This design comes from an exercise in tuning for a short achievable clock period and few clock cycles on the open sky130 flow, not from production work.
Only simulation tests tie the RTL to the original design; equivalence was not proved.

--- design/flow/run.sh ---
#!/bin/bash
# synth_recipe.tcl (not shown) runs the flow's synth.tcl, then flattens the netlist and writes it again
# the make line also repeats each setting of config.mk as NAME=value (left out here)
make -C /OpenROAD-flow-scripts/flow DESIGN_CONFIG=/design/flow/config.mk WORK_HOME=/design/flow/orfs CLKGATE_MAP_FILE= SYNTH_SCRIPT=/design/flow/synth_recipe.tcl finish
--- design/flow/config.mk ---
export PLATFORM = sky130hd
export DESIGN_NAME = cpu
export DESIGN_NICKNAME = cpu
export VERILOG_FILES = /design/flow/design.v
export SDC_FILE = /design/flow/constraint.sdc
export NUM_CORES = 4
export LEC_CHECK = 0
export CAP_MARGIN = 20
export CORE_MARGIN = 2
export CORE_UTILIZATION = 40
export PLACE_DENSITY = 0.6
export SLEW_MARGIN = 20
--- design/flow/constraint.sdc ---
create_clock -name core_clock -period 12.0 [get_ports {clk}]
set_input_delay 2.4000 -clock core_clock [delete_from_list [all_inputs] [get_ports {clk}]]
set_output_delay 2.4000 -clock core_clock [all_outputs]
set_load 0.01 [all_outputs]
--- design/flow/design.v ---
    typedef enum bit [6:0] {
        lui_opcode   = 7'b0110111,  
        auipc_opcode = 7'b0010111,  
        jal_opcode   = 7'b1101111,  
        jalr_opcode  = 7'b1100111,  
        br_opcode    = 7'b1100011,  
        load_opcode  = 7'b0000011,  
        store_opcode = 7'b0100011,  
        imm_opcode   = 7'b0010011,  
        reg_opcode   = 7'b0110011,   
        csr_opcode   = 7'b1110011   
    } rv32i_opcode;
    typedef enum bit [2:0] {
        add_funct3  = 3'b000,  
        sll_funct3  = 3'b001,
        slt_funct3  = 3'b010,
        sltu_funct3 = 3'b011,
        axor_funct3 = 3'b100,
        sr_funct3   = 3'b101,  
        aor_funt3  = 3'b110,
        aand_funct3 = 3'b111
    } arith_funct3_t;
    typedef enum bit [2:0] {
        beq_funct3  = 3'b000,
        bne_funct3  = 3'b001,
        blt_funct3  = 3'b100,
        bge_funct3  = 3'b101,
        bltu_funct3 = 3'b110,
        bgeu_funct3 = 3'b111
    } branch_funct3_t;
    typedef enum bit [2:0] {
        lb_funct3  = 3'b000,
        lh_funct3  = 3'b001,
        lw_funct3  = 3'b010,
        lbu_funct3 = 3'b100,
        lhu_funct3 = 3'b101
    } load_funct3_t;
    typedef enum bit [2:0] {
        sb_funct3 = 3'b000,
        sh_funct3 = 3'b001,
        sw_funct3 = 3'b010
    } store_funct3_t;
    typedef enum bit [6:0] {
        base_funct7    = 7'b0000000,
        variant_funct7 = 7'b0100000
    } arith_funct7_t;
    typedef enum bit [2:0] {
        add_alu_op = 3'b000,
        sll_alu_op = 3'b001,
        sra_alu_op = 3'b010,
        sub_alu_op = 3'b011,
        xor_alu_op = 3'b100,
        srl_alu_op = 3'b101,
        or_alu_op  = 3'b110,
        and_alu_op = 3'b111
    } alu_ops_t;
    typedef enum bit [2:0] {
        beq_cmp_op  = 3'b000,
        bne_cmp_op  = 3'b001,
        blt_cmp_op  = 3'b100,
        bge_cmp_op  = 3'b101,
        bltu_cmp_op = 3'b110,
        bgeu_cmp_op = 3'b111
    } cmp_ops_t;
    typedef enum bit {
        rs1_v_alu_ex = 1'b0,
        pc_out_alu_ex = 1'b1
    } alu_m1_sel_t;
    typedef enum bit [2:0] {
        i_imm_alu_ex    = 3'b000, 
        u_imm_alu_ex   = 3'b001, 
        b_imm_alu_ex   = 3'b010,
        s_imm_alu_ex   = 3'b011,
        j_imm_alu_ex   = 3'b100,
        rs2_v_alu_ex    = 3'b101
    } alu_m2_sel_t;
    typedef enum bit {
        rs2_v_cmp_ex = 1'b0,
        i_imm_cmp_ex = 1'b1
    } cmp_m_sel_t;
    typedef enum bit [2:0] {
        lb_mem  = 3'b000,
        lh_mem  = 3'b001,
        lw_mem  = 3'b010,
        lbu_mem = 3'b100,
        lhu_mem = 3'b101
    } load_ops_t;
    typedef enum bit [2:0] {
        sb_mem = 3'b000,
        sh_mem = 3'b001,
        sw_mem = 3'b010
    } store_ops_t;
    typedef enum bit [3:0] {
        alu_out_wb   = 4'b0000
        ,br_en_wb    = 4'b0001
        ,u_imm_wb    = 4'b0010
        ,lw_wb       = 4'b0011
        ,pc_plus4_wb = 4'b0100
        ,lb_wb        = 4'b0101
        ,lbu_wb       = 4'b0110   
        ,lh_wb        = 4'b0111
        ,lhu_wb       = 4'b1000   
    } regf_m_sel_t;
    typedef enum bit[1:0] {
        rs1_s_ex_ex = 2'b00,
        rs1_s_mem_ex = 2'b01,
        rs1_s_wb_ex = 2'b10 
    } ex_rs1_forward_sel_t;
    typedef enum bit[1:0] {
        rs2_s_ex_ex = 2'b00,
        rs2_s_mem_ex = 2'b01,
        rs2_s_wb_ex = 2'b10 
    } ex_rs2_forward_sel_t;
    typedef enum bit {
        rs1_s_id_id = 1'b0,
        rs1_s_wb_id = 1'b1
    } id_rs1_forward_sel_t;
    typedef enum bit {
        rs2_s_id_id = 1'b0,
        rs2_s_wb_id = 1'b1
    } id_rs2_forward_sel_t;
    typedef struct packed {
        logic                   alu_m1_sel;
        logic [2:0]             alu_m2_sel;
        logic [2:0]             alu_ops;
        logic                   cmp_m_sel;
        logic [2:0]             cmp_ops;
    }ex_signal_t;
    typedef struct packed {
        logic               MemRead;
        logic               MemWrite;
        logic [2:0]         load_ops;
        logic [2:0]         store_ops;
    }mem_signal_t;
    typedef struct packed {
        logic [3:0]         regf_m_sel;
        logic               regf_we;
    }wb_signal_t;
    typedef struct packed {
        logic   [31:0]      pc;
        logic   [31:0]      pc_next;
        logic   [63:0]      order;
        logic               valid;
    } if_id_stage_reg_t;
    typedef struct packed {
        logic   [31:0]      inst;
        logic   [31:0]      pc;
        logic   [31:0]      pc_next;
        logic   [63:0]      order;
        logic               valid;
        ex_signal_t     ex_signal;
        mem_signal_t    mem_signal;
        wb_signal_t     wb_signal;
        logic   [31:0]      i_imm;
        logic   [31:0]      s_imm;
        logic   [31:0]      b_imm;
        logic   [31:0]      u_imm;
        logic   [31:0]      j_imm;
        logic   [31:0]      rs1_v;
        logic   [31:0]      rs2_v;
        logic   [4:0]       rs1_s;
        logic   [4:0]       rs2_s;
        logic   [4:0]       rd_s;
    } id_ex_stage_reg_t;
    typedef struct packed {
        logic   [31:0]      inst;
        logic   [31:0]      pc;
        logic   [31:0]      pc_next;
        logic   [63:0]      order;
        logic               valid;
        mem_signal_t        mem_signal;
        wb_signal_t         wb_signal;
        logic   [31:0]      alu_out;
        logic   [31:0]      br_en;
        logic   [31:0]      u_imm;
        logic   [31:0]      rs1_v;
        logic   [31:0]      rs2_v;
        logic   [4:0]       rs1_s;
        logic   [4:0]       rs2_s;
        logic   [4:0]       rd_s;
        logic   [31:0]      mem_addr;
        logic   [3:0]       mem_rmask;
        logic   [3:0]       mem_wmask;
        logic   [31:0]      mem_wdata;
    } ex_mem_stage_reg_t;
    typedef struct packed {
        logic   [31:0]      inst;
        logic   [31:0]      pc;
        logic   [31:0]      pc_next;
        logic   [63:0]      order;
        logic               valid;
        mem_signal_t        mem_signal;
        wb_signal_t         wb_signal;
        logic   [31:0]      alu_out;
        logic   [31:0]      br_en;
        logic   [31:0]      u_imm;
        logic   [31:0]      rs1_v;
        logic   [31:0]      rs2_v;
        logic   [4:0]       rs1_s;
        logic   [4:0]       rs2_s;
        logic   [4:0]       rd_s;
        logic   [31:0]      mem_addr;
        logic   [3:0]       mem_rmask;
        logic   [3:0]       mem_wmask;
        logic   [31:0]      mem_wdata;
    } mem_wb_stage_reg_t;
module alu
(
    input   logic   [2:0]   aluop,
    input   logic   [31:0]  a, b,
    output  logic   [31:0]  f
);
    logic signed   [31:0] as;
    logic signed   [31:0] bs;
    logic unsigned [31:0] au;
    logic unsigned [31:0] bu;
    assign as =   signed'(a);
    assign bs =   signed'(b);
    assign au = unsigned'(a);
    assign bu = unsigned'(b);
    always_comb begin
        unique case (aluop)
            add_alu_op: f = au +   bu;
            sll_alu_op: f = au <<  bu[4:0];
            sra_alu_op: f = unsigned'(as >>> bu[4:0]);
            sub_alu_op: f = au -   bu;
            xor_alu_op: f = au ^   bu;
            srl_alu_op: f = au >>  bu[4:0];
            or_alu_op:  f = au |   bu;
            and_alu_op: f = au &   bu;
            default: f = '0;
        endcase
    end
endmodule
module cmp
(
    input   logic   [2:0]   cmpop,
    input   logic   [31:0]  a, b,
    output  logic           br_en
);
    logic signed   [31:0] as;
    logic signed   [31:0] bs;
    logic unsigned [31:0] au;
    logic unsigned [31:0] bu;
    assign as =   signed'(a);
    assign bs =   signed'(b);
    assign au = unsigned'(a);
    assign bu = unsigned'(b);
    always_comb begin
        unique case (cmpop)
            beq_cmp_op:  br_en = (au == bu);
            bne_cmp_op:  br_en = (au != bu);
            blt_cmp_op:  br_en = (as <  bs);
            bge_cmp_op:  br_en = (as >=  bs);
            bltu_cmp_op: br_en = (au <  bu);
            bgeu_cmp_op: br_en = (au >=  bu);
            default: br_en = 1'b0;
        endcase
    end
endmodule
module regfile
(
    input   logic           clk,
    input   logic           rst,
    input   logic           regf_we,
    input   logic   [31:0]  rd_v,
    input   logic   [4:0]   rs1_s, rs2_s, rd_s,
    output  logic   [31:0]  rs1_v, rs2_v,
    input   id_rs1_forward_sel_t         id_rs1_forward_sel,
    input   id_rs2_forward_sel_t         id_rs2_forward_sel
);
    logic   [31:0]  data [32];
    always_ff @(posedge clk) begin
        if (rst) begin
            for (int i = 0; i < 32; i++) begin
                data[i] <= '0;
            end
        end else if (regf_we && (rd_s != 5'd0)) begin
            data[rd_s] <= rd_v;
        end
    end
    always_comb begin
        if (rst) begin
            rs1_v = '0;
            rs2_v = '0;
        end else begin 
            case (id_rs1_forward_sel) 
                rs1_s_id_id: rs1_v = (rs1_s != 5'd0) ? data[rs1_s] : '0;
                rs1_s_wb_id: rs1_v = (rs1_s != 5'd0) ? rd_v : '0;
            endcase
            case (id_rs2_forward_sel)
                rs2_s_id_id: rs2_v = (rs2_s != 5'd0) ? data[rs2_s] : '0;
                rs2_s_wb_id: rs2_v = (rs2_s != 5'd0) ? rd_v : '0;
            endcase
        end 
    end 
endmodule
module Forwarding
(
    input logic [4:0]                   id_rs1_s,
    input logic [4:0]                   id_rs2_s,
    input id_ex_stage_reg_t             id_ex_stage_reg,
    input ex_mem_stage_reg_t            ex_mem_stage_reg,
    input mem_wb_stage_reg_t            mem_wb_stage_reg,
    output logic                        forwarding_stall,
    output id_rs1_forward_sel_t         id_rs1_forward_sel,
    output id_rs2_forward_sel_t         id_rs2_forward_sel,
    output ex_rs1_forward_sel_t         ex_rs1_forward_sel,
    output ex_rs2_forward_sel_t         ex_rs2_forward_sel
);
    always_comb begin
        forwarding_stall = '0;
        id_rs1_forward_sel = rs1_s_id_id;
        id_rs2_forward_sel = rs2_s_id_id;
        ex_rs1_forward_sel = rs1_s_ex_ex;
        ex_rs2_forward_sel = rs2_s_ex_ex;
        if (mem_wb_stage_reg.rd_s != '0 && mem_wb_stage_reg.wb_signal.regf_we && mem_wb_stage_reg.rd_s == id_rs1_s) begin 
            id_rs1_forward_sel = rs1_s_wb_id;
        end 
        if (mem_wb_stage_reg.rd_s != '0 && mem_wb_stage_reg.wb_signal.regf_we && mem_wb_stage_reg.rd_s == id_rs2_s) begin 
            id_rs2_forward_sel = rs2_s_wb_id;
        end 
        if (id_ex_stage_reg.rd_s != '0 && id_ex_stage_reg.wb_signal.regf_we && id_ex_stage_reg.mem_signal.MemRead && 
            (id_ex_stage_reg.rd_s == id_rs1_s || id_ex_stage_reg.rd_s == id_rs2_s)) begin 
            forwarding_stall = '1;
        end 
        if (ex_mem_stage_reg.rd_s != '0 && ex_mem_stage_reg.wb_signal.regf_we && ex_mem_stage_reg.rd_s == id_ex_stage_reg.rs1_s) begin 
            ex_rs1_forward_sel = rs1_s_mem_ex;
        end
        if (ex_mem_stage_reg.rd_s != '0 && ex_mem_stage_reg.wb_signal.regf_we && ex_mem_stage_reg.rd_s == id_ex_stage_reg.rs2_s) begin 
            ex_rs2_forward_sel = rs2_s_mem_ex;
        end
        if (!(ex_mem_stage_reg.rd_s != '0 && ex_mem_stage_reg.wb_signal.regf_we && ex_mem_stage_reg.rd_s == id_ex_stage_reg.rs1_s) &&
             mem_wb_stage_reg.rd_s != '0 && mem_wb_stage_reg.wb_signal.regf_we && mem_wb_stage_reg.rd_s == id_ex_stage_reg.rs1_s) begin 
            ex_rs1_forward_sel = rs1_s_wb_ex;
        end  
        if (!(ex_mem_stage_reg.rd_s != '0 && ex_mem_stage_reg.wb_signal.regf_we && ex_mem_stage_reg.rd_s == id_ex_stage_reg.rs2_s) &&
             mem_wb_stage_reg.rd_s != '0 && mem_wb_stage_reg.wb_signal.regf_we && mem_wb_stage_reg.rd_s == id_ex_stage_reg.rs2_s) begin 
            ex_rs2_forward_sel = rs2_s_wb_ex;
        end 
    end
endmodule
module STALLFSM
(   
    input logic clk,
    input logic rst,
    input logic imem_rqst,
    input logic dmem_rqst,
    input logic imem_resp,
    input logic dmem_resp,
    output logic move_pipeline
);
    enum logic[1:0] {Start, IMEM_STALL, DMEM_STALL, IMEM_DMEM_STALL} curr_state, next_state;
    always_ff @(posedge clk) begin
        if (rst) begin
            curr_state <= Start;
        end else begin
            curr_state <= next_state;
        end
    end
    always_comb begin 
        next_state = curr_state;
        move_pipeline = '0;
        case (curr_state) 
            Start: begin 
                if (imem_rqst == '1 && dmem_rqst == '1) begin 
                    next_state = IMEM_DMEM_STALL;
                end else if (imem_rqst == '1) begin 
                    next_state = IMEM_STALL;
                end else if (dmem_rqst == '1) begin 
                    next_state = DMEM_STALL;
                end else begin 
                    next_state = Start;
                end
            end 
            IMEM_STALL: begin 
                if (imem_resp == '1) begin 
                    if (imem_rqst == '1 && dmem_rqst == '1) begin 
                        next_state = IMEM_DMEM_STALL;
                    end else if (imem_rqst == '1) begin 
                        next_state = IMEM_STALL;
                    end else if (dmem_rqst == '1) begin 
                        next_state = DMEM_STALL;
                    end else begin 
                        next_state = Start;
                    end 
                end
            end 
            DMEM_STALL: begin 
                if (dmem_resp == '1) begin 
                    if (imem_rqst == '1 && dmem_rqst == '1) begin 
                        next_state = IMEM_DMEM_STALL;
                    end else if (imem_rqst == '1) begin 
                        next_state = IMEM_STALL;
                    end else if (dmem_rqst == '1) begin 
                        next_state = DMEM_STALL;
                    end else begin 
                        next_state = Start;
                    end
                end
            end 
            IMEM_DMEM_STALL: begin 
                if (imem_resp == '1 && dmem_resp == '1) begin 
                    if (imem_rqst == '1 && dmem_rqst == '1) begin 
                        next_state = IMEM_DMEM_STALL;
                    end else if (imem_rqst == '1) begin 
                        next_state = IMEM_STALL;
                    end else if (dmem_rqst == '1) begin 
                        next_state = DMEM_STALL;
                    end else begin 
                        next_state = Start;
                    end
                end else if (imem_resp == '1) begin 
                    next_state = DMEM_STALL;
                end else if (dmem_resp == '1) begin 
                    next_state = IMEM_STALL;
                end 
            end
        endcase
        case (curr_state) 
            Start: begin
                move_pipeline = '1;
            end 
            IMEM_STALL: begin 
                if (imem_resp == '1) begin 
                    move_pipeline = '1;
                end
            end
            DMEM_STALL: begin 
                if (dmem_resp == '1) begin 
                    move_pipeline = '1;
                end
            end
            IMEM_DMEM_STALL: begin 
                if (imem_resp == '1 && dmem_resp == '1) begin 
                    move_pipeline = '1;
                end 
            end
        endcase
    end 
endmodule
module FLUSHFSM
(
    input logic clk,
    input logic rst,
    input logic branch_flush,
    input logic move_pipeline,
    output logic branch_flush_delay
);
    enum logic {Start, FLUSH_DELAY} curr_state, next_state;
    always_ff @(posedge clk) begin
        if (rst) begin
            curr_state <= Start;
        end else begin
            curr_state <= next_state;
        end
    end
    always_comb begin 
        next_state = curr_state;
        branch_flush_delay = '0;
        case (curr_state)
            Start: begin 
                if (move_pipeline == '1) begin 
                    if (branch_flush == '1) begin
                        next_state = FLUSH_DELAY;
                    end else begin
                        next_state = Start;
                    end
                end 
            end 
            FLUSH_DELAY: begin 
                if (move_pipeline == '1) begin 
                    if (branch_flush == '1) begin
                        next_state = FLUSH_DELAY;
                    end else begin
                        next_state = Start;
                    end
                end 
            end 
        endcase 
        case (curr_state)
            Start: begin 
                branch_flush_delay = '0;
            end 
            FLUSH_DELAY: begin 
                branch_flush_delay = '1;
            end 
        endcase
    end 
endmodule
module IF_Stage
(
    input   logic           clk,
    input   logic           rst,
    output  logic   [31:0]  imem_addr,
    output  logic   [3:0]   imem_rmask,
    input   logic             forwarding_stall,
    output  if_id_stage_reg_t if_id_stage_reg,
    input   logic             branch_flush,
    input   logic [31:0]      target_pc,
    input  logic move_pipeline,
    output logic imem_rqst
);      
    logic   [31:0]  pc;
    logic   [31:0]  pc_next;
    logic   [31:0]  data;
    always_ff @( posedge clk ) begin
        if (rst) begin 
            pc <= 32'h60000000;
        end else begin 
            if (~forwarding_stall) begin 
                if (move_pipeline) begin 
                    pc <= pc_next;
                end
            end
        end 
    end
    always_comb begin
        imem_addr = '0;
        imem_rmask = '0;
        imem_rqst = '0;
        if (~forwarding_stall) begin
            if (move_pipeline) begin 
                imem_addr = pc;
                imem_rmask = 4'b1111;
                imem_rqst = '1;
            end 
        end 
    end
    always_comb begin
        if (branch_flush) begin 
            pc_next = (target_pc);
        end else begin 
            pc_next = (pc + 'd4);
        end 
    end 
    always_comb begin 
        if_id_stage_reg.pc = pc;
        if_id_stage_reg.pc_next = pc_next;
        if_id_stage_reg.order = '0;
        if_id_stage_reg.valid = 1'b1;
        if (branch_flush) begin 
            if_id_stage_reg = '0;
        end
    end 
endmodule
module ID_Stage
(
    input   logic           clk,
    input   logic           rst,
    input   if_id_stage_reg_t if_id_stage_reg,
    output  id_ex_stage_reg_t id_ex_stage_reg,
    input   logic           imem_resp,
    input   logic   [31:0]  imem_rdata,
    input   logic [4:0]     wb_rd_s,
    input   logic [31:0]    wb_rd_v,
    input   logic           wb_regf_we,
    input   logic           forwarding_stall,
    input   logic           branch_flush,
    output  logic [4:0]                 id_rs1_s,
    output  logic [4:0]                 id_rs2_s,
    input   id_rs1_forward_sel_t         id_rs1_forward_sel,
    input   id_rs2_forward_sel_t         id_rs2_forward_sel,
    input logic move_pipeline,
    input logic branch_flush_delay
);  
    logic   [31:0]      inst;
    logic   [31:0]      pc;
    logic   [31:0]      pc_next;
    logic   [63:0]      order;
    logic               valid;
    ex_signal_t     ex_signal;
    mem_signal_t    mem_signal;
    wb_signal_t     wb_signal;
    logic   [31:0]      i_imm;
    logic   [31:0]      s_imm;
    logic   [31:0]      b_imm;
    logic   [31:0]      u_imm;
    logic   [31:0]      j_imm;
    logic   [31:0]      rs1_v;
    logic   [31:0]      rs2_v;
    logic   [4:0]       rd_s;
    logic   [2:0]       funct3;
    logic   [6:0]       funct7;
    logic   [6:0]       opcode;
    logic [31:0] imem_rdata_store;
    always_ff @ (posedge clk) begin 
        if (rst) begin
            imem_rdata_store <= '0;
        end else if (imem_resp) begin 
            imem_rdata_store <= imem_rdata;
        end 
    end 
    always_comb begin
        inst = '0;
        pc = '0;
        pc_next = '0;
        order = '0;
        valid = '0;
        funct3 = '0;
        funct7 = '0;
        opcode = '0;
        i_imm = '0;
        s_imm = '0;
        b_imm = '0;
        u_imm = '0;
        j_imm = '0;
        id_rs1_s = '0;
        id_rs2_s = '0;
        rd_s = '0;
        if (move_pipeline == '1 && branch_flush_delay == '0 && imem_resp == '1) begin
            inst = imem_rdata;
            pc = if_id_stage_reg.pc;
            pc_next = if_id_stage_reg.pc_next;
            order = if_id_stage_reg.order;
            valid = if_id_stage_reg.valid;
            funct3 = imem_rdata[14:12];
            funct7 = imem_rdata[31:25];
            opcode = imem_rdata[6:0];
            i_imm = {{21{imem_rdata[31]}}, imem_rdata[30:20]};
            s_imm = {{21{imem_rdata[31]}}, imem_rdata[30:25], imem_rdata[11:7]};
            b_imm = {{20{imem_rdata[31]}}, imem_rdata[7], imem_rdata[30:25], imem_rdata[11:8], 1'b0};
            u_imm = {imem_rdata[31:12], 12'h000};
            j_imm = {{12{imem_rdata[31]}}, imem_rdata[19:12], imem_rdata[20], imem_rdata[30:21], 1'b0};
            id_rs1_s = imem_rdata[19:15];
            id_rs2_s = imem_rdata[24:20];
            rd_s = imem_rdata[11:7]; 
        end else if (move_pipeline == '1 && branch_flush_delay == '0) begin 
            inst = imem_rdata_store;
            pc = if_id_stage_reg.pc;
            pc_next = if_id_stage_reg.pc_next;
            order = if_id_stage_reg.order;
            valid = if_id_stage_reg.valid;
            funct3 = imem_rdata_store[14:12];
            funct7 = imem_rdata_store[31:25];
            opcode = imem_rdata_store[6:0];
            i_imm = {{21{imem_rdata_store[31]}}, imem_rdata_store[30:20]};
            s_imm = {{21{imem_rdata_store[31]}}, imem_rdata_store[30:25], imem_rdata_store[11:7]};
            b_imm = {{20{imem_rdata_store[31]}}, imem_rdata_store[7], imem_rdata_store[30:25], imem_rdata_store[11:8], 1'b0};
            u_imm = {imem_rdata_store[31:12], 12'h000};
            j_imm = {{12{imem_rdata_store[31]}}, imem_rdata_store[19:12], imem_rdata_store[20], imem_rdata_store[30:21], 1'b0};
            id_rs1_s = imem_rdata_store[19:15];
            id_rs2_s = imem_rdata_store[24:20];
            rd_s = imem_rdata_store[11:7];
        end 
    end
    regfile regfile(
        .clk(clk),
        .rst(rst),
        .regf_we(wb_regf_we),
        .rd_s(wb_rd_s),
        .rd_v(wb_rd_v),
        .rs1_s(id_rs1_s),
        .rs2_s(id_rs2_s),
        .rs1_v(rs1_v),
        .rs2_v(rs2_v),
        .id_rs1_forward_sel(id_rs1_forward_sel),
        .id_rs2_forward_sel(id_rs2_forward_sel)
    );
    always_comb begin 
        ex_signal.alu_m1_sel = '0;
        ex_signal.alu_m2_sel = '0;
        ex_signal.alu_ops = '0;
        ex_signal.cmp_m_sel = '0;
        ex_signal.cmp_ops = '0;
        mem_signal.MemRead = '0;
        mem_signal.MemWrite = '0;
        mem_signal.load_ops = '0;
        mem_signal.store_ops = '0;
        wb_signal.regf_m_sel = '0;
        wb_signal.regf_we = '0;
        case (opcode) 
            lui_opcode: begin
                wb_signal.regf_m_sel = u_imm_wb;
                wb_signal.regf_we = '1;
            end
            auipc_opcode: begin
                ex_signal.alu_m1_sel = pc_out_alu_ex;
                ex_signal.alu_m2_sel = u_imm_alu_ex;
                ex_signal.alu_ops = add_alu_op;
                wb_signal.regf_m_sel = alu_out_wb;
                wb_signal.regf_we = '1;
            end
            imm_opcode: begin 
                wb_signal.regf_we = '1;
                case (funct3)
                    slt_funct3: begin 
                        ex_signal.cmp_m_sel = i_imm_cmp_ex;
                        ex_signal.cmp_ops = blt_cmp_op;
                        wb_signal.regf_m_sel = br_en_wb;
                    end
                    sltu_funct3: begin 
                        ex_signal.cmp_m_sel = i_imm_cmp_ex;
                        ex_signal.cmp_ops = bltu_cmp_op;
                        wb_signal.regf_m_sel = br_en_wb;
                    end 
                    sr_funct3: begin 
                        ex_signal.alu_m1_sel = rs1_v_alu_ex;
                        ex_signal.alu_m2_sel = i_imm_alu_ex;
                        if (funct7[5]) begin 
                            ex_signal.alu_ops = sra_alu_op;
                            wb_signal.regf_m_sel = alu_out_wb;
                        end else begin 
                            ex_signal.alu_ops = srl_alu_op;
                            wb_signal.regf_m_sel = alu_out_wb;
                        end 
                    end 
                    default: begin 
                        ex_signal.alu_m1_sel = rs1_v_alu_ex;
                        ex_signal.alu_m2_sel = i_imm_alu_ex;
                        ex_signal.alu_ops = funct3;
                        wb_signal.regf_m_sel = alu_out_wb;
                    end 
                endcase
            end
            reg_opcode: begin 
                wb_signal.regf_we = '1;
                case (funct3)  
                    slt_funct3: begin 
                        ex_signal.cmp_m_sel = rs2_v_cmp_ex;
                        ex_signal.cmp_ops = blt_cmp_op;
                        wb_signal.regf_m_sel = br_en_wb;
                    end 
                    sltu_funct3: begin 
                        ex_signal.cmp_m_sel = rs2_v_cmp_ex;
                        ex_signal.cmp_ops = bltu_cmp_op;
                        wb_signal.regf_m_sel = br_en_wb;
                    end
                    sr_funct3: begin 
                        ex_signal.alu_m1_sel = rs1_v_alu_ex;
                        ex_signal.alu_m2_sel = rs2_v_alu_ex;
                        if (funct7[5]) begin 
                            ex_signal.alu_ops = sra_alu_op;
                            wb_signal.regf_m_sel = alu_out_wb;
                        end else begin 
                            ex_signal.alu_ops = srl_alu_op;
                            wb_signal.regf_m_sel = alu_out_wb;
                        end 
                    end
                    add_funct3: begin 
                        ex_signal.alu_m1_sel = rs1_v_alu_ex;
                        ex_signal.alu_m2_sel = rs2_v_alu_ex;
                        if (funct7[5]) begin 
                            ex_signal.alu_ops = sub_alu_op;
                            wb_signal.regf_m_sel = alu_out_wb;
                        end else begin 
                            ex_signal.alu_ops = add_alu_op;
                            wb_signal.regf_m_sel = alu_out_wb;
                        end 
                    end 
                    default: begin 
                        ex_signal.alu_m1_sel = rs1_v_alu_ex;
                        ex_signal.alu_m2_sel = rs2_v_alu_ex;
                        ex_signal.alu_ops = funct3;
                        wb_signal.regf_m_sel = alu_out_wb;
                    end 
                endcase 
            end
            load_opcode: begin 
                ex_signal.alu_m1_sel = rs1_v_alu_ex;
                ex_signal.alu_m2_sel = i_imm_alu_ex;
                ex_signal.alu_ops = add_alu_op;
                mem_signal.MemRead = '1;
                mem_signal.load_ops = funct3;
                wb_signal.regf_we = '1;
                case (funct3)  
                    lb_funct3:  wb_signal.regf_m_sel = lb_wb;
                    lh_funct3:  wb_signal.regf_m_sel = lh_wb;
                    lw_funct3:  wb_signal.regf_m_sel = lw_wb;
                    lbu_funct3: wb_signal.regf_m_sel = lbu_wb;
                    lhu_funct3: wb_signal.regf_m_sel = lhu_wb;   
                endcase 
            end
            store_opcode: begin 
                ex_signal.alu_m1_sel = rs1_v_alu_ex;
                ex_signal.alu_m2_sel = s_imm_alu_ex;
                ex_signal.alu_ops = add_alu_op;
                mem_signal.MemWrite = '1;
                mem_signal.store_ops = funct3;
            end 
            jal_opcode: begin 
                wb_signal.regf_m_sel = pc_plus4_wb;
                wb_signal.regf_we = '1;
            end 
            jalr_opcode: begin 
                wb_signal.regf_m_sel = pc_plus4_wb;
                wb_signal.regf_we = '1;
            end 
            br_opcode: begin
                ex_signal.cmp_m_sel = rs2_v_cmp_ex;
                ex_signal.cmp_ops = funct3;
            end 
        endcase
    end 
    always_comb begin 
        id_ex_stage_reg.inst = {25'd0, inst[6:0]};
        id_ex_stage_reg.pc = pc;
        id_ex_stage_reg.pc_next = pc_next;
        id_ex_stage_reg.order = '0;
        id_ex_stage_reg.valid = valid;
        id_ex_stage_reg.ex_signal = ex_signal;
        id_ex_stage_reg.mem_signal = mem_signal;
        id_ex_stage_reg.wb_signal = wb_signal;
        id_ex_stage_reg.i_imm = i_imm;
        id_ex_stage_reg.s_imm = s_imm;
        id_ex_stage_reg.b_imm = b_imm;
        id_ex_stage_reg.u_imm = u_imm;
        id_ex_stage_reg.j_imm = j_imm;
        id_ex_stage_reg.rs1_v = rs1_v;
        id_ex_stage_reg.rs2_v = rs2_v;
        id_ex_stage_reg.rs1_s = id_rs1_s;
        id_ex_stage_reg.rs2_s = id_rs2_s;
        id_ex_stage_reg.rd_s = rd_s;
        if (forwarding_stall) begin 
            id_ex_stage_reg = '0;
        end 
        if (branch_flush) begin 
            id_ex_stage_reg = '0;
        end 
    end
endmodule
module EX_Stage
(
    input   id_ex_stage_reg_t id_ex_stage_reg,
    output  ex_mem_stage_reg_t ex_mem_stage_reg,
    input   ex_mem_stage_reg_t ex_mem_stage_reg_curr,
    input   logic[31:0]         wb_rd_v,
    input ex_rs1_forward_sel_t         ex_rs1_forward_sel,
    input ex_rs2_forward_sel_t         ex_rs2_forward_sel,
    output   logic          branch_flush,
    output   logic [31:0]   target_pc
);  
    logic   [31:0]      inst;
    logic   [31:0]      pc;
    logic   [31:0]      pc_next;
    logic   [63:0]      order;
    logic               valid;
    ex_signal_t     ex_signal;
    mem_signal_t    mem_signal;
    wb_signal_t     wb_signal;
    logic   [31:0]      i_imm;
    logic   [31:0]      s_imm;
    logic   [31:0]      b_imm;
    logic   [31:0]      u_imm;
    logic   [31:0]      j_imm;
    logic   [31:0]      rs1_v;
    logic   [31:0]      rs1_v_ex;
    logic   [31:0]      rs1_v_mem;
    logic   [31:0]      rs1_v_wb;
    logic   [31:0]      rs2_v;
    logic   [31:0]      rs2_v_ex;
    logic   [31:0]      rs2_v_mem;
    logic   [31:0]      rs2_v_wb;
    logic   [4:0]       rs1_s;
    logic   [4:0]       rs2_s;
    logic   [4:0]       rd_s;
    logic   [31:0]      mem_addr;
    logic   [3:0]       mem_rmask;
    logic   [3:0]       mem_wmask;
    logic   [31:0]       mem_wdata;
    logic   [6:0]       opcode;
    assign opcode =  inst[6:0];
    logic   [31:0]      alu_out_grab;
    logic               br_en_grab;
    always_comb begin 
        inst = id_ex_stage_reg.inst;
        pc = id_ex_stage_reg.pc;
        order = id_ex_stage_reg.order;
        valid = id_ex_stage_reg.valid;
        ex_signal = id_ex_stage_reg.ex_signal;
        mem_signal = id_ex_stage_reg.mem_signal;
        wb_signal = id_ex_stage_reg.wb_signal;
        i_imm = id_ex_stage_reg.i_imm;
        s_imm = id_ex_stage_reg.s_imm;
        b_imm = id_ex_stage_reg.b_imm;
        u_imm = id_ex_stage_reg.u_imm;
        j_imm = id_ex_stage_reg.j_imm;
        rs1_v_ex = id_ex_stage_reg.rs1_v;
        rs2_v_ex = id_ex_stage_reg.rs2_v;
        rs1_s = id_ex_stage_reg.rs1_s;
        rs2_s = id_ex_stage_reg.rs2_s;
        rd_s = id_ex_stage_reg.rd_s;
    end 
    always_comb begin 
        rs1_v_mem = '0;
        rs2_v_mem = '0;
        case(ex_mem_stage_reg_curr.wb_signal.regf_m_sel) 
            alu_out_wb: begin
                rs1_v_mem = ex_mem_stage_reg_curr.alu_out;
                rs2_v_mem = ex_mem_stage_reg_curr.alu_out;
            end 
            br_en_wb:   begin 
                rs1_v_mem = ex_mem_stage_reg_curr.br_en;
                rs2_v_mem = ex_mem_stage_reg_curr.br_en;
            end 
            u_imm_wb:   begin       
                rs1_v_mem = ex_mem_stage_reg_curr.u_imm;
                rs2_v_mem = ex_mem_stage_reg_curr.u_imm;
            end 
            pc_plus4_wb: begin 
                rs1_v_mem = ex_mem_stage_reg_curr.pc + 4;
                rs2_v_mem = ex_mem_stage_reg_curr.pc + 4;
            end 
        endcase 
    end 
    always_comb begin 
        rs1_v_wb = wb_rd_v;
        rs2_v_wb = wb_rd_v;
    end 
    always_comb begin 
        rs1_v = '0;
        rs2_v = '0;
        case (ex_rs1_forward_sel)  
            rs1_s_ex_ex: rs1_v = rs1_v_ex;
            rs1_s_mem_ex: rs1_v = rs1_v_mem;
            rs1_s_wb_ex:  rs1_v = rs1_v_wb;
        endcase 
        case (ex_rs2_forward_sel)  
            rs2_s_ex_ex: rs2_v = rs2_v_ex;
            rs2_s_mem_ex: rs2_v = rs2_v_mem;
            rs2_s_wb_ex:  rs2_v = rs2_v_wb;
        endcase
    end
    always_comb begin
        pc_next = id_ex_stage_reg.pc_next;
        branch_flush = '0;
        target_pc = '0;
        case (opcode)
            jal_opcode: begin 
                if (pc_next != ((pc + j_imm))) begin 
                    branch_flush = '1;
                    target_pc = pc + j_imm;
                    pc_next = pc + j_imm;
                end 
            end 
            jalr_opcode: begin 
                if (pc_next != ((rs1_v + i_imm) & 32'hfffffffe)) begin 
                    branch_flush = '1;
                    target_pc = (rs1_v + i_imm) & 32'hfffffffe;
                    pc_next = (rs1_v + i_imm) & 32'hfffffffe;
                end
            end 
            br_opcode: begin
                if (br_en_grab) begin 
                    if (pc_next != ((pc + b_imm))) begin 
                        branch_flush = '1;
                        target_pc = pc + b_imm;
                        pc_next = pc + b_imm;
                    end
                end
            end 
        endcase
    end 
    logic [31:0]    alu_m1_sel_grab;
    always_comb begin 
        alu_m1_sel_grab = '0;
        case (ex_signal.alu_m1_sel)
            rs1_v_alu_ex: alu_m1_sel_grab = rs1_v;
            pc_out_alu_ex: alu_m1_sel_grab = pc;
        endcase
    end 
    logic [31:0]    alu_m2_sel_grab;
    always_comb begin 
        alu_m2_sel_grab = '0;
        case (ex_signal.alu_m2_sel)
            i_imm_alu_ex: alu_m2_sel_grab = i_imm;
            u_imm_alu_ex: alu_m2_sel_grab = u_imm;  
            b_imm_alu_ex: alu_m2_sel_grab = b_imm;  
            s_imm_alu_ex: alu_m2_sel_grab = s_imm;  
            j_imm_alu_ex: alu_m2_sel_grab = j_imm;
            rs2_v_alu_ex: alu_m2_sel_grab = rs2_v;
        endcase
    end 
    logic [31:0]   cmp_m_sel_grab;
    always_comb begin
        cmp_m_sel_grab = '0;
        case (ex_signal.cmp_m_sel) 
            rs2_v_cmp_ex: cmp_m_sel_grab = rs2_v;
            i_imm_cmp_ex: cmp_m_sel_grab = i_imm;
        endcase
    end 
    alu alu(
        .aluop(ex_signal.alu_ops),
        .a(alu_m1_sel_grab),
        .b(alu_m2_sel_grab),
        .f(alu_out_grab)
    );
    cmp cmp(
        .cmpop(ex_signal.cmp_ops),
        .a(rs1_v),
        .b(cmp_m_sel_grab),
        .br_en(br_en_grab)
    );
    always_comb begin
        mem_addr = '0;
        mem_wdata = '0;
        mem_rmask = '0;
        mem_wmask = '0;
        if (mem_signal.MemRead) begin
            case (mem_signal.load_ops) 
                lb_mem, lbu_mem: begin 
                    mem_addr = alu_out_grab;
                    mem_rmask = 4'b0001 << mem_addr[1:0];
                end
                lh_mem, lhu_mem: begin 
                    mem_addr = alu_out_grab;
                    mem_rmask = 4'b0011 << mem_addr[1:0];
                end 
                lw_mem: begin
                    mem_addr = alu_out_grab;
                    mem_rmask = 4'b1111;
                end 
            endcase
        end else if (mem_signal.MemWrite) begin 
            case (mem_signal.store_ops)
                sb_mem: begin 
                    mem_addr = alu_out_grab;
                    mem_wmask = 4'b0001 << mem_addr[1:0];
                    mem_wdata[8 * mem_addr[1:0] +: 8] = rs2_v[7:0];
                end
                sh_mem: begin  
                    mem_addr = alu_out_grab;
                    mem_wmask = 4'b0011 << mem_addr[1:0];
                    mem_wdata[16 * mem_addr[1] +: 16] = rs2_v[15:0];
                end
                sw_mem: begin
                    mem_addr = alu_out_grab;
                    mem_wmask = 4'b1111;
                    mem_wdata = rs2_v;
                end
            endcase
        end
    end 
    always_comb begin
        ex_mem_stage_reg.inst = {25'd0, inst[6:0]};
        ex_mem_stage_reg.pc = pc;
        ex_mem_stage_reg.pc_next = '0;
        ex_mem_stage_reg.order = '0;
        ex_mem_stage_reg.valid = valid; 
        ex_mem_stage_reg.mem_signal = mem_signal;
        ex_mem_stage_reg.wb_signal = wb_signal;
        ex_mem_stage_reg.alu_out = alu_out_grab;
        ex_mem_stage_reg.br_en = {31'd0, br_en_grab};
        ex_mem_stage_reg.u_imm = u_imm;
        ex_mem_stage_reg.rs1_v = '0;
        ex_mem_stage_reg.rs2_v = '0;
        ex_mem_stage_reg.rs1_s = '0;
        ex_mem_stage_reg.rs2_s = '0;
        ex_mem_stage_reg.rd_s = rd_s;   
        ex_mem_stage_reg.mem_addr = mem_addr;
        ex_mem_stage_reg.mem_rmask = mem_rmask;
        ex_mem_stage_reg.mem_wmask = mem_wmask;
        ex_mem_stage_reg.mem_wdata = mem_wdata;
    end 
endmodule
module MEM_Stage
(
    output  logic   [31:0]  dmem_addr,
    output  logic   [3:0]   dmem_rmask,
    output  logic   [3:0]   dmem_wmask,
    output  logic   [31:0]  dmem_wdata,
    input   ex_mem_stage_reg_t ex_mem_stage_reg,
    output  mem_wb_stage_reg_t mem_wb_stage_reg,
    input  logic move_pipeline,
    output logic dmem_rqst  
);
    logic   [31:0]      inst;
    logic   [31:0]      pc;
    logic   [31:0]      pc_next;
    logic   [63:0]      order;
    logic               valid;
    mem_signal_t        mem_signal;
    wb_signal_t         wb_signal;
    logic   [31:0]      alu_out;
    logic   [31:0]      br_en;
    logic   [31:0]      u_imm;
    logic   [31:0]      rs1_v;
    logic   [31:0]      rs2_v;
    logic   [4:0]       rs1_s;
    logic   [4:0]       rs2_s;
    logic   [4:0]       rd_s;
    logic   [31:0]      lw;
    logic   [31:0]      lb;
    logic   [31:0]      lbu;
    logic   [31:0]      lh;
    logic   [31:0]      lhu;
    logic   [6:0]       opcode;
    assign opcode =  inst[6:0];
    always_comb begin 
        inst = ex_mem_stage_reg.inst;
        pc = ex_mem_stage_reg.pc;
        pc_next = ex_mem_stage_reg.pc_next;
        order = ex_mem_stage_reg.order;
        valid = ex_mem_stage_reg.valid;
        mem_signal = ex_mem_stage_reg.mem_signal;
        wb_signal = ex_mem_stage_reg.wb_signal;
        alu_out = ex_mem_stage_reg.alu_out;
        br_en = ex_mem_stage_reg.br_en;
        u_imm = ex_mem_stage_reg.u_imm;
        rs1_v = ex_mem_stage_reg.rs1_v;
        rs2_v = ex_mem_stage_reg.rs2_v;
        rs1_s = ex_mem_stage_reg.rs1_s;
        rs2_s = ex_mem_stage_reg.rs2_s;
        rd_s = ex_mem_stage_reg.rd_s;
        dmem_addr = '0;
        dmem_rmask = '0;
        dmem_wmask = '0;
        dmem_wdata =  '0;
        dmem_rqst = '0;
        if (move_pipeline == '1 && (opcode == load_opcode || opcode == store_opcode)) begin 
            dmem_addr = ex_mem_stage_reg.mem_addr & 32'hfffffffc;
            dmem_rmask = ex_mem_stage_reg.mem_rmask;
            dmem_wmask = ex_mem_stage_reg.mem_wmask;
            dmem_wdata =  ex_mem_stage_reg.mem_wdata;
            dmem_rqst = '1;
        end 
    end 
    always_comb begin 
        mem_wb_stage_reg.inst = inst;
        mem_wb_stage_reg.pc = pc;
        mem_wb_stage_reg.pc_next = '0;
        mem_wb_stage_reg.order = '0;
        mem_wb_stage_reg.valid = valid;
        mem_wb_stage_reg.mem_signal = mem_signal;
        mem_wb_stage_reg.wb_signal = wb_signal;
        mem_wb_stage_reg.alu_out = alu_out;
        mem_wb_stage_reg.br_en = br_en;
        mem_wb_stage_reg.u_imm = u_imm;
        mem_wb_stage_reg.rs1_v = '0;
        mem_wb_stage_reg.rs2_v = '0;
        mem_wb_stage_reg.rs1_s = '0;
        mem_wb_stage_reg.rs2_s = '0;
        mem_wb_stage_reg.rd_s = rd_s;
        mem_wb_stage_reg.mem_addr = {30'd0, ex_mem_stage_reg.mem_addr[1:0]};
        mem_wb_stage_reg.mem_rmask = '0;
        mem_wb_stage_reg.mem_wmask = '0;
        mem_wb_stage_reg.mem_wdata = '0;
    end 
endmodule
module WB_Stage
(   
    input logic clk,
    input logic rst,
    input       mem_wb_stage_reg_t mem_wb_stage_reg,
    input   logic           dmem_resp,
    input   logic   [31:0]  dmem_rdata,
    output      logic [4:0]     wb_rd_s,
    output      logic [31:0]    wb_rd_v,
    output      logic           wb_regf_we,
    input logic move_pipeline
);
    logic   [31:0]      inst;
    logic   [31:0]      pc;
    logic   [31:0]      pc_next;
    logic   [63:0]      order;
    logic               valid;
    mem_signal_t        mem_signal;
    wb_signal_t         wb_signal;
    logic   [31:0]      alu_out;
    logic   [31:0]      br_en;
    logic   [31:0]      u_imm;
    logic   [31:0]      lw;
    logic   [31:0]      lb;
    logic   [31:0]      lbu;
    logic   [31:0]      lh;
    logic   [31:0]      lhu; 
    logic   [31:0]      rs1_v;
    logic   [31:0]      rs2_v;
    logic   [4:0]       rs1_s;
    logic   [4:0]       rs2_s;
    logic   [4:0]       rd_s;
    logic   [31:0]      mem_addr;
    logic   [3:0]       mem_rmask;
    logic   [3:0]       mem_wmask;
    logic   [31:0]       mem_rdata;
    logic   [31:0]       mem_wdata;
    logic   [31:0]      wb_rd_v_grab;
    logic   [31:0]     dmem_rdata_store;
    always_ff @ (posedge clk) begin 
        if (rst) begin 
            dmem_rdata_store <= '0;
        end else if (dmem_resp) begin 
            dmem_rdata_store <= dmem_rdata;
        end 
    end 
    always_comb begin
        inst = mem_wb_stage_reg.inst;
        pc = mem_wb_stage_reg.pc;
        pc_next = mem_wb_stage_reg.pc_next;
        order = mem_wb_stage_reg.order;
        mem_signal = mem_wb_stage_reg.mem_signal;
        wb_signal = mem_wb_stage_reg.wb_signal;
        alu_out = mem_wb_stage_reg.alu_out;
        br_en = mem_wb_stage_reg.br_en;
        u_imm = mem_wb_stage_reg.u_imm;
        rd_s = mem_wb_stage_reg.rd_s;
        if (mem_signal.MemWrite) begin 
            rd_s = '0;
        end 
        if (inst[6:0] == br_opcode) begin
            rd_s = '0;
        end 
        rs1_v = mem_wb_stage_reg.rs1_v;
        rs2_v = mem_wb_stage_reg.rs2_v;
        rs1_s = mem_wb_stage_reg.rs1_s;
        rs2_s = mem_wb_stage_reg.rs2_s;
        if (mem_signal.MemRead) begin
            rs2_s = '0;
        end 
        mem_addr = mem_wb_stage_reg.mem_addr;
        mem_rmask = mem_wb_stage_reg.mem_rmask;
        mem_wmask = mem_wb_stage_reg.mem_wmask;
        mem_wdata = mem_wb_stage_reg.mem_wdata;
    end 
    always_comb begin 
        mem_rdata = '0;
        lb = '0;
        lbu = '0;
        lh = '0;
        lhu = '0;
        lw = '0;
        if (mem_signal.MemRead == '1 && move_pipeline == '1 && dmem_resp == '1) begin
            case (mem_signal.load_ops)
                lb_mem: begin 
                    lb = {{24{dmem_rdata[7 +8 * mem_addr[1:0]]}}, dmem_rdata[8 * mem_addr[1:0] +: 8 ]};
                    mem_rdata = dmem_rdata;
                end
                lbu_mem: begin 
                    lbu = {{24{1'b0}}                          , dmem_rdata[8 * mem_addr[1:0] +: 8 ]};
                    mem_rdata = dmem_rdata;
                end
                lh_mem: begin 
                    lh = {{16{dmem_rdata[15+16*mem_addr[1]  ]}}, dmem_rdata[16 * mem_addr[1]   +: 16]};
                    mem_rdata = dmem_rdata;
                end 
                lhu_mem: begin 
                    lhu = {{16{1'b0}}                          , dmem_rdata[16*mem_addr[1]   +: 16]};
                    mem_rdata = dmem_rdata;
                end
                lw_mem: begin 
                    lw = dmem_rdata;
                    mem_rdata = dmem_rdata;
                end
            endcase
        end else if (mem_signal.MemRead == '1 && move_pipeline == '1) begin 
            case (mem_signal.load_ops)
                lb_mem: begin 
                    lb = {{24{dmem_rdata_store[7 +8 * mem_addr[1:0]]}}, dmem_rdata_store[8 * mem_addr[1:0] +: 8 ]};
                    mem_rdata = dmem_rdata_store;
                end
                lbu_mem: begin 
                    lbu = {{24{1'b0}}                          , dmem_rdata_store[8 * mem_addr[1:0] +: 8 ]};
                    mem_rdata = dmem_rdata_store;
                end
                lh_mem: begin 
                    lh = {{16{dmem_rdata_store[15+16*mem_addr[1]  ]}}, dmem_rdata_store[16 * mem_addr[1]   +: 16]};
                    mem_rdata = dmem_rdata_store;
                end 
                lhu_mem: begin 
                    lhu = {{16{1'b0}}                          , dmem_rdata_store[16*mem_addr[1]   +: 16]};
                    mem_rdata = dmem_rdata_store;
                end
                lw_mem: begin 
                    lw = dmem_rdata_store;
                    mem_rdata = dmem_rdata_store;
                end
            endcase
        end 
    end
    always_comb begin 
        wb_rd_v_grab = '0;
        if (mem_wb_stage_reg.valid) begin
            case (wb_signal.regf_m_sel)
                alu_out_wb: begin
                    wb_rd_v_grab = alu_out;
                end 
                br_en_wb:   begin 
                    wb_rd_v_grab = br_en;
                end 
                u_imm_wb:   begin       
                    wb_rd_v_grab = u_imm;
                end 
                lw_wb:  begin             
                    wb_rd_v_grab = lw;
                end
                lb_wb:  begin            
                    wb_rd_v_grab = lb;
                end
                lbu_wb: begin            
                    wb_rd_v_grab = lbu;
                end
                lh_wb:  begin            
                    wb_rd_v_grab = lh;
                end
                lhu_wb: begin             
                    wb_rd_v_grab = lhu;
                end
                pc_plus4_wb:        wb_rd_v_grab = pc + 4;
            endcase
        end 
    end 
    always_comb begin
        wb_rd_s = rd_s;
        wb_rd_v = wb_rd_v_grab;
        wb_regf_we = wb_signal.regf_we;
        valid = '0;
        if (mem_wb_stage_reg.valid && move_pipeline) begin
            valid = '1;
        end
    end 
endmodule
module cpu
(
    input   logic           clk,
    input   logic           rst,
    output  logic   [31:0]  imem_addr,
    output  logic   [3:0]   imem_rmask,
    input   logic   [31:0]  imem_rdata,
    input   logic           imem_resp,
    output  logic   [31:0]  dmem_addr,
    output  logic   [3:0]   dmem_rmask,
    output  logic   [3:0]   dmem_wmask,
    input   logic   [31:0]  dmem_rdata,
    output  logic   [31:0]  dmem_wdata,
    input   logic           dmem_resp
);
    if_id_stage_reg_t   curr_if_id_stage_reg, next_if_id_stage_reg;
    id_ex_stage_reg_t   curr_id_ex_stage_reg, next_id_ex_stage_reg;
    ex_mem_stage_reg_t  curr_ex_mem_stage_reg, next_ex_mem_stage_reg;
    mem_wb_stage_reg_t  curr_mem_wb_stage_reg, next_mem_wb_stage_reg;
    logic               forwarding_stall;
    logic [4:0]         wb_rd_s;
    logic [31:0]        wb_rd_v;
    logic               wb_regf_we;
    id_rs1_forward_sel_t         id_rs1_forward_sel;
    id_rs2_forward_sel_t         id_rs2_forward_sel;
    ex_rs1_forward_sel_t         ex_rs1_forward_sel;
    ex_rs2_forward_sel_t         ex_rs2_forward_sel;
    logic  [4:0]    id_rs1_s;
    logic  [4:0]    id_rs2_s;
    logic  branch_flush;
    logic  [31:0]  target_pc;
    logic branch_flush_delay;
    logic imem_rqst;
    logic dmem_rqst;
    logic move_pipeline;
    STALLFSM stallfsm(
        .clk(clk),
        .rst(rst),
        .imem_rqst(imem_rqst),
        .dmem_rqst(dmem_rqst),
        .imem_resp(imem_resp),
        .dmem_resp(dmem_resp),
        .move_pipeline(move_pipeline)
    ); 
    FLUSHFSM flushfsm(
        .clk(clk),
        .rst(rst),
        .branch_flush(branch_flush),
        .branch_flush_delay(branch_flush_delay),
        .move_pipeline(move_pipeline)
    );
    Forwarding forwarding(
        .id_rs1_s(id_rs1_s),
        .id_rs2_s(id_rs2_s),
        .id_ex_stage_reg(curr_id_ex_stage_reg),
        .ex_mem_stage_reg(curr_ex_mem_stage_reg),
        .mem_wb_stage_reg(curr_mem_wb_stage_reg),
        .forwarding_stall(forwarding_stall),
        .id_rs1_forward_sel(id_rs1_forward_sel),
        .id_rs2_forward_sel(id_rs2_forward_sel),
        .ex_rs1_forward_sel(ex_rs1_forward_sel),
        .ex_rs2_forward_sel(ex_rs2_forward_sel)
    );
    IF_Stage if_stage(
        .clk(clk),
        .rst(rst),
        .imem_addr(imem_addr),
        .imem_rmask(imem_rmask),
        .forwarding_stall(forwarding_stall),
        .if_id_stage_reg(next_if_id_stage_reg),
        .branch_flush(branch_flush),
        .target_pc(target_pc),
        .move_pipeline(move_pipeline),
        .imem_rqst(imem_rqst)
    );
    always_ff @ (posedge clk ) begin 
        if (rst) begin 
            curr_if_id_stage_reg <= '0;
        end else if (~forwarding_stall) begin 
            if (move_pipeline) begin 
                curr_if_id_stage_reg <= next_if_id_stage_reg;
            end 
        end 
    end 
    ID_Stage id_stage(
        .clk(clk),
        .rst(rst),
        .if_id_stage_reg(curr_if_id_stage_reg),
        .id_ex_stage_reg(next_id_ex_stage_reg),
        .imem_resp(imem_resp),
        .imem_rdata(imem_rdata),
        .wb_rd_s(wb_rd_s),
        .wb_rd_v(wb_rd_v),
        .wb_regf_we(wb_regf_we),
        .forwarding_stall(forwarding_stall),
        .id_rs1_s(id_rs1_s),
        .id_rs2_s(id_rs2_s),
        .id_rs1_forward_sel(id_rs1_forward_sel),
        .id_rs2_forward_sel(id_rs2_forward_sel),
        .branch_flush(branch_flush),
        .move_pipeline(move_pipeline),
        .branch_flush_delay(branch_flush_delay)
    );
    always_ff @ (posedge clk ) begin 
        if (rst) begin 
            curr_id_ex_stage_reg <= '0;
        end else if (move_pipeline) begin 
            curr_id_ex_stage_reg <= next_id_ex_stage_reg;
        end 
    end
    EX_Stage ex_stage(
        .id_ex_stage_reg(curr_id_ex_stage_reg),
        .ex_mem_stage_reg(next_ex_mem_stage_reg),
        .ex_mem_stage_reg_curr(curr_ex_mem_stage_reg),
        .wb_rd_v(wb_rd_v),
        .ex_rs1_forward_sel(ex_rs1_forward_sel),
        .ex_rs2_forward_sel(ex_rs2_forward_sel),
        .branch_flush(branch_flush),
        .target_pc(target_pc)
    );
    always_ff @ (posedge clk ) begin 
        if (rst) begin 
            curr_ex_mem_stage_reg <= '0;
        end else if (move_pipeline) begin 
            curr_ex_mem_stage_reg <= next_ex_mem_stage_reg;
        end 
    end
    MEM_Stage mem_stage(
        .dmem_addr(dmem_addr),
        .dmem_rmask(dmem_rmask),
        .dmem_wmask(dmem_wmask),
        .dmem_wdata(dmem_wdata),
        .ex_mem_stage_reg(curr_ex_mem_stage_reg),
        .mem_wb_stage_reg(next_mem_wb_stage_reg),
        .dmem_rqst(dmem_rqst),
        .move_pipeline(move_pipeline)
    );
    always_ff @ (posedge clk ) begin 
        if (rst) begin 
            curr_mem_wb_stage_reg <= '0;
        end else if (move_pipeline) begin 
            curr_mem_wb_stage_reg <= next_mem_wb_stage_reg;
        end 
    end
    WB_Stage wb_stage(
        .clk(clk),
        .rst(rst),
        .mem_wb_stage_reg(curr_mem_wb_stage_reg),
        .dmem_resp(dmem_resp),
        .dmem_rdata(dmem_rdata),
        .wb_rd_s(wb_rd_s),
        .wb_rd_v(wb_rd_v),
        .wb_regf_we(wb_regf_we),
        .move_pipeline(move_pipeline)
    );
endmodule
==> out/metrics.cfg <==
[synthesis]
synth.yosys.warnings=12
synthCells=12400
yosys.cell_types.count=119
synth_seq_cells=1659
number_of_synthesized_flops_with_an_enable_pin=1024
synth-seq-area-share_pct=42.4
post_synth_main_area_contributors=edfxtp_1 30%, dfxtp_1 12%, nand2_1 8.8%, nor2_1 5.7%, mux2i_1 3.6%
share_of_flip_flops_with_an_asynchronous_set_or_reset_pct=0
syn_avg_cell_area_um2=8.29
ys.flop_type=edfxtp_1
cell_area_synth_um2=103000
synth.largest_area_cell=edfxtp_1
share_of_the_synthesized_area_in_the_top_cell_type_pct=30.0

[place]
place_congestion=1.07
preCtsSetupSlack_ns=0.885
dpl.hpwl_um=383000
port-buffer-count=173
placedInstanceArea_um2=108000
post_place_cells=15200

[final_layout]
synthToLayoutAreaGrowth_pct=12.1
drive_gt1_share_pct=8.41
nets=12300
stdcell_count=15600
mostFrequentLayoutCell=nand2_1
final_util_pct=45.2
final_cell_area_um2=115000
flip_flop_count_of_the_largest_register_after_layout=1024
final_cell_mix=2341 x nand2_1, 1543 x nor2_1, 1024 x edfxtp_1, 719 x nand3_1, 662 x a21oi_1

[clocking]
clock_sinks=1659
clk_pin_slew_worst_paths_ns=0.05
cts_resized=0
cts.hold.buffers_added=0
cts.repair_timing.setup_buffer_count=0
clk-insertion-delay-late_ns=0.93
htree_levels=4
deepest_clock_path_buffer_count=3
tritoncts.num_buffers=195
cts.root.buffer_cell=clkbuf_16
cts_tree=built

[sta]
max_freq_ghz=0.0955
final_worst_path_cycle_share_pct=87.3
layout_setup_ws_ns=1.52
timing_worst_slew_pin_value_ns=1.35
endpoints_failing_setup=0
setup-tns-final_ns=0
rsz0062_at_grt=false
timing_hold_violations_final=0
slew_violations=0
finalHoldWorstSlack_ns=0.444
post-route-min-period_ns=10.48
worst_clock_skew_ns=0.0959
timing.slew.headroom_pct=9.48

[power]
power_mw=16.4
total_power_per_unit_cell_area_nw_per_um2=142
leakage_nw=40.9
switching_power_mw=5.59
sequentialPowerShare_pct=39.6
share_clk_of_total_power_pct=38.3
power.share.combinational_pct=22.1
internal_power_mw=10.8
power.switching_fraction_pct=34.2
vdd_ir_drop_max_uv=152

[drt]
dr.pass1.iters=9
drtIter0Drc=16100
totalWireLength_um=568000
dr_total_vias=105000
drc=0
detail-route-antenna-nets=0
routed_via_density=6.75
routed_wire_length_per_instance_um=36.4

[global_route]
global_route.usage.total_pct=42.1
maximum_number_of_pins_on_one_net_before_global_route_repair=147
first_global_vias=97500
globalRouteOverflowTotal=0
grt_first_pass_wirelength_um=778000
antenna_violations_before_repair=51

[floorplanning]
placeableCoreArea_um2=255000
chipWidth_um=510
floorplan.die.height_um=510
placementRows=185
floorplan.die_area_um2=261000
initial_utilization_pct=40.3
pin_count=176

[setup_path]
endpoint_kind=primary output
minimum_setup_slack_among_reg_to_reg_paths_ns=2.71
crit_fanout=48
cp.required_ns=9.60
category_of_the_worst_setup_path_launch_point=input pin
critPathKind=in2out
critical_path_arrival_ns=8.08

[run_status]
run_status=complete, no violations

[run]
drv.max_cap_violation_count=0

[hold_path]
hold_class=reg2reg

[critical path: stages]
cell and delay, ns:
buf_4 0.28, nor2b_1 0.17, or3_2 0.83, nor2_4 0.78, xor2_1 0.13, o31ai_1 0.98
o2111ai_2 0.62, nand2_4 0.71, buf_4 0.37, inv_2 0.14, clkdlybuf4s50_1 0.51
[final timing paths]
path                            cells past startpoint                               startpoint                                endpoint
worst min register to register                      2   curr_ex_mem_stage_reg[51]$_SDFFE_PP0N_  curr_ex_mem_stage_reg[51]$_SDFFE_PP0N_
worst min-delay path                                2   curr_ex_mem_stage_reg[51]$_SDFFE_PP0N_  curr_ex_mem_stage_reg[51]$_SDFFE_PP0N_
worst max register to register                     21  curr_mem_wb_stage_reg[248]$_SDFFE_PP0N_  curr_id_ex_stage_reg[255]$_SDFFE_PP0N_
worst max-delay path                               11                                dmem_resp                           imem_rmask[1]
[logic make-up (layout without fill, tap and decap cells)]
family | Yosys count | count (layout) | synth area share [%]
compound gates | 2864 | 2864 | 19.1
xor+xnor | 271 | 271 | 2.41
fa+ha+maj | 213 | 213 | 2.63
buf+inv | 1303 | 1123 | 4.90
flops | 1659 | 1659 | 42.4
mux | 468 | 468 | 4.99
other cells | 1 | 52 | 0.00366
simple gates | 5594 | 5594 | 23.6
[routing by layer]
layer | up-vias | global-route usage, % | part of all wire (%)
met5 | - | 0 | 0.044
met4 | 36 | 32.9 | 9.5
met3 | 2016 | 10.4 | 12
met2 | 8118 | 62.7 | 42
met1 | 51100 | 52.1 | 36
li1 | 44100 | - | -
[synth_stat cells, types with 27 or more instances]
cell type,n
o32ai_1,35
o31ai_1,37
dfxtp_1,635
a22oi_1,102
or2_2,31
a31oi_1,227
a22o_1,70
nor3_1,163
a221o_1,29
or4_1,28
and3_1,249
mux4_2,27
a21oi_1,664
nand3_1,719
nand2_1,2400
a211oi_1,259
o21a_1,57
xor2_1,79
mux2_2,70
nand2b_1,56
xnor2_1,185
or3_1,40
ha_1,209
clkbuf_1,959
o211ai_1,46
edfxtp_1,1024
o22ai_1,109
buf_2,56
a2111oi_0,27
a32o_1,45
mux2i_1,370
nor2b_1,32
nor4_1,54
inv_1,169
buf_1,99
and2_1,109
a311oi_1,227
o221ai_1,77
a21o_1,64
nand4_1,71
a221oi_1,82
o21ai_0,441
nor2_1,1560
[final cells by class]
cell class              count  area, µm²
repair buffers            586       5050
clock buffers             249       5270
flip-flops and latches   1659      43500
clock inverters           116       1360
well taps                3366       4210
inverters                 172        648
multi-input cells        9444      55000
fillers                 24800     140000
diodes                     18       45.0
[power by group through the flow]
stage                     sequential (mW)  clock (mW)  combinational, mW
after global routing                 6.50        6.49               3.69
after floorplan                      6.49           0               1.91
after detailed placement             6.59           0               3.43
after CTS                            6.47        6.26               3.44
final                                6.49        6.26               3.61
after global placement               6.58           0               3.43
Testbench counts, summed over its fixed seeds: cycles 19,009.

-- re-timing with driven ports --
No port has a modelled driver above. Below, the same layout with a new extraction and two added sets of constraints. Step 1 (the two cells are an assumption about what drives the block):
set clk [get_ports {clk}]
set_driving_cell -lib_cell sky130_fd_sc_hd__clkbuf_16 $clk
set_driving_cell -lib_cell sky130_fd_sc_hd__buf_2 [delete_from_list [all_inputs] $clk]
Step 2, shift: input delay + t, output delay - t, t = (earliest + latest rising clock arrival at the registers) / 2. This alone moves slack from input paths to output paths. a / b / c = no drivers / after step 1 / after step 2; a / b = the first two.
shift t [ns]: 0.994
slack for setup (ns): 1.524 / 1.470 / 0.640
latest minus earliest clock arrival (ns): 0.097 / 0.097
cell pins on the clock port's net: 1
After both steps setup and hold are still met in this run. For this run, drivers alone change the setup slack by -0.054 ns; drivers and shift together by -0.884 ns.
